Source: an optimization exercise on an open RTL-to-GDS flow (aim: small area). Production flows keep margins and buffers that such runs may drop. The RTL was checked by simulation tests, not by an equivalence proof against the original design. No activity file was given, so power comes from the tool's default toggle rates.

==> trial 22 <==
// sequencer
module sequencer(
    input  logic CLK100MHZ,
    input  logic rst,
    input  logic BTNU, BTND, BTNL, BTNR, BTNC, CPU_RESETN,
    input  logic SW15,SW14,SW13,SW12,SW11,SW10,SW9,SW8,SW7,SW6,SW5,SW4,SW3,SW2,SW1,SW0,
    output logic [15:0] LED,
    output logic LED16_R,
    output logic LED17_R, LED17_G, LED17_B,
    output logic [7:0] AN,
    output logic DP,CG,CF,CE,CD,CC,CB,CA,
    output logic AUD_PWM,
    output logic AUD_SD
);
export LEC_CHECK = 0
export ABC_AREA = 1
export CAP_MARGIN = 5
export CORE_AREA = 10 10 190 190
export DIE_AREA = 0 0 200 200
export SLEW_MARGIN = 5
create_clock -name core_clock -period 10.0 [get_ports {CLK100MHZ}]
standard.sh (not shown) runs the stock make flow with config.mk's settings and CLKGATE_MAP_FILE= SYNTH_SCRIPT=/design/flow/synth_recipe.tcl, a recipe that flattens the netlist after the stock synthesis.
==> flow/flow/run.sh <==
#!/bin/bash
# Own layout flow: the standard flow (standard.sh: the standard synthesis script and ORFS's
# make targets) with three changes:
# - ABC maps the combinational logic for area (resyn2 twice, &dch -f, &nf) instead of ORFS's
#   area script (dch; map -B 0.9; buffer).  It runs after the flip-flops are mapped, so the registers,
#   their names and cells are the standard synthesis's.
# - the port buffers are sky130_fd_sc_hd__buf_1 (buffer_ports would pick a larger cell);
# - clock tree synthesis uses the standard arguments, clkbuf_8 buffers, clusters of at most
#   15 sinks, and no dummy loads.
# Every tool's output goes to the ORFS logs under orfs/logs and to make_finish.log here.
set -euo pipefail
work=$(pwd)
rm -rf "$work/scripts_local"
cp -r "$FLOW_HOME/scripts" "$work/scripts_local"
cat > "$work/scripts_local/abc_area.script" <<'ABC'
strash
balance; rewrite; refactor; balance; rewrite; rewrite -z; balance; refactor -z; rewrite -z; balance
balance; rewrite; refactor; balance; rewrite; rewrite -z; balance; refactor -z; rewrite -z; balance
&get -n
&dch -f
&nf -R 1000
&put
topo
ABC
bash standard.sh \
  "SCRIPTS_DIR=$work/scripts_local" \
  "BUFFER_PORTS_ARGS=-buffer_cell sky130_fd_sc_hd__buf_1" \
  "CTS_ARGS=-sink_clustering_enable -repair_clock_nets -dont_use_dummy_load -sink_clustering_size 18 -sink_clustering_max_diameter 60 -buf_list sky130_fd_sc_hd__clkbuf_8" \
  finish > make_finish.log 2>&1
==> inputs of build 21, as changes to trial 22 <==
==> flow/flow/run.sh (replaced) <==
#!/bin/bash
# Own layout flow: the standard flow (standard.sh: the standard synthesis script and ORFS's
# make targets) with three changes:
# - ABC maps the combinational logic for area (resyn2 twice, &deepsyn, &dch -f, &nf) instead of ORFS's
#   area script (dch; map -B 0.9; buffer).  It runs after the flip-flops are mapped, so the registers,
#   their names and cells are the standard synthesis's.
# - the port buffers are sky130_fd_sc_hd__buf_1 (buffer_ports would pick a larger cell);
# - clock tree synthesis uses the standard arguments, clkbuf_4 buffers, clusters of at most
#   8 sinks, and no dummy loads.
# Every tool's output goes to the ORFS logs under orfs/logs and to make_finish.log here.
set -euo pipefail
work=$(pwd)
rm -rf "$work/scripts_local"
cp -r "$FLOW_HOME/scripts" "$work/scripts_local"
cat > "$work/scripts_local/abc_area.script" <<'ABC'
strash
balance; rewrite; refactor; balance; rewrite; rewrite -z; balance; refactor -z; rewrite -z; balance
balance; rewrite; refactor; balance; rewrite; rewrite -z; balance; refactor -z; rewrite -z; balance
&get -n
&deepsyn -T 30
&dch -f
&nf -R 1000
&put
topo
ABC
bash standard.sh \
  "SCRIPTS_DIR=$work/scripts_local" \
  "BUFFER_PORTS_ARGS=-buffer_cell sky130_fd_sc_hd__buf_1" \
  "CTS_ARGS=-sink_clustering_enable -repair_clock_nets -dont_use_dummy_load -sink_clustering_size 8 -sink_clustering_max_diameter 40 -buf_list sky130_fd_sc_hd__clkbuf_4" \
  finish > make_finish.log 2>&1
- CAP_MARGIN: 5 -> 0
- CORE_AREA: 10 10 190 190 -> 8 8 157 157
- DIE_AREA: 0 0 200 200 -> 0 0 165 165
- SLEW_MARGIN: 5 -> 0
==> flow_summary.yaml <==
outcome:
  outcome: "no timing/DRC/antenna violations"
critical_path:
  crit_path_top_delay_cell: "fa_1"
drt:
  vias: 9802
die:
  die_height_microns: 200
timing:
  setup_ws_ns: 0.520
logic_synthesis:
  synth_area_sq_um: 12200
  synthXorXnorAreaFrac_pct: 4.38
  synthMuxAreaShare_pct: 1.93
global_routing:
  grt_use_met2_pct: 23.0
  antenna_found_initial: 0
layout:
  fin_nets: 1533
pwr:
  p_comb_share_pct: 3.9
[end of results for trial 22]
==> flow_summary.yaml <==
pwr:
  p_comb_share_pct: 5.1
logic_synthesis:
  synthXorXnorAreaFrac_pct: 3.69
  synthMuxAreaShare_pct: 0.590
critical_path:
  crit_path_top_delay_cell: "nor2_1"
outcome:
  outcome: "no timing/DRC/antenna violations"
global_routing:
  grt_use_met2_pct: 34.3
  antenna_found_initial: 2
timing:
  setup_ws_ns: 0.563
drt:
  vias: 9825
[end of results for build 21]

## afterwards: timing with drivers on the ports
The results above use ideal ports. As a check the final layouts listed here were re-extracted and re-timed, cells and wires unchanged.
Step 1 sets driving cells, clkbuf_16 on the clock port and buf_2 on the other inputs (assumed; they add their load-dependent delay and slew).
Step 2 moves the port delays by t, midway between the first and last clock arrival at a register: inputs arrive t later, outputs are due t later. That takes back most of the time a late clock gives input paths.
Slacks: ideal / step 1 / step 2; pairs: ideal / step 1.
run	t, ns	setup slack, ns	worst hold slack (ns)	pins driven straight from the clock port
trial 22	0.565	0.520 / 0.520 / 0.520	0.200 / 0.200 / 0.200	1
build 21	0.631	0.563 / 0.563 / 0.563	0.287 / 0.287 / 0.287	1
After both steps every run listed still meets setup and hold.
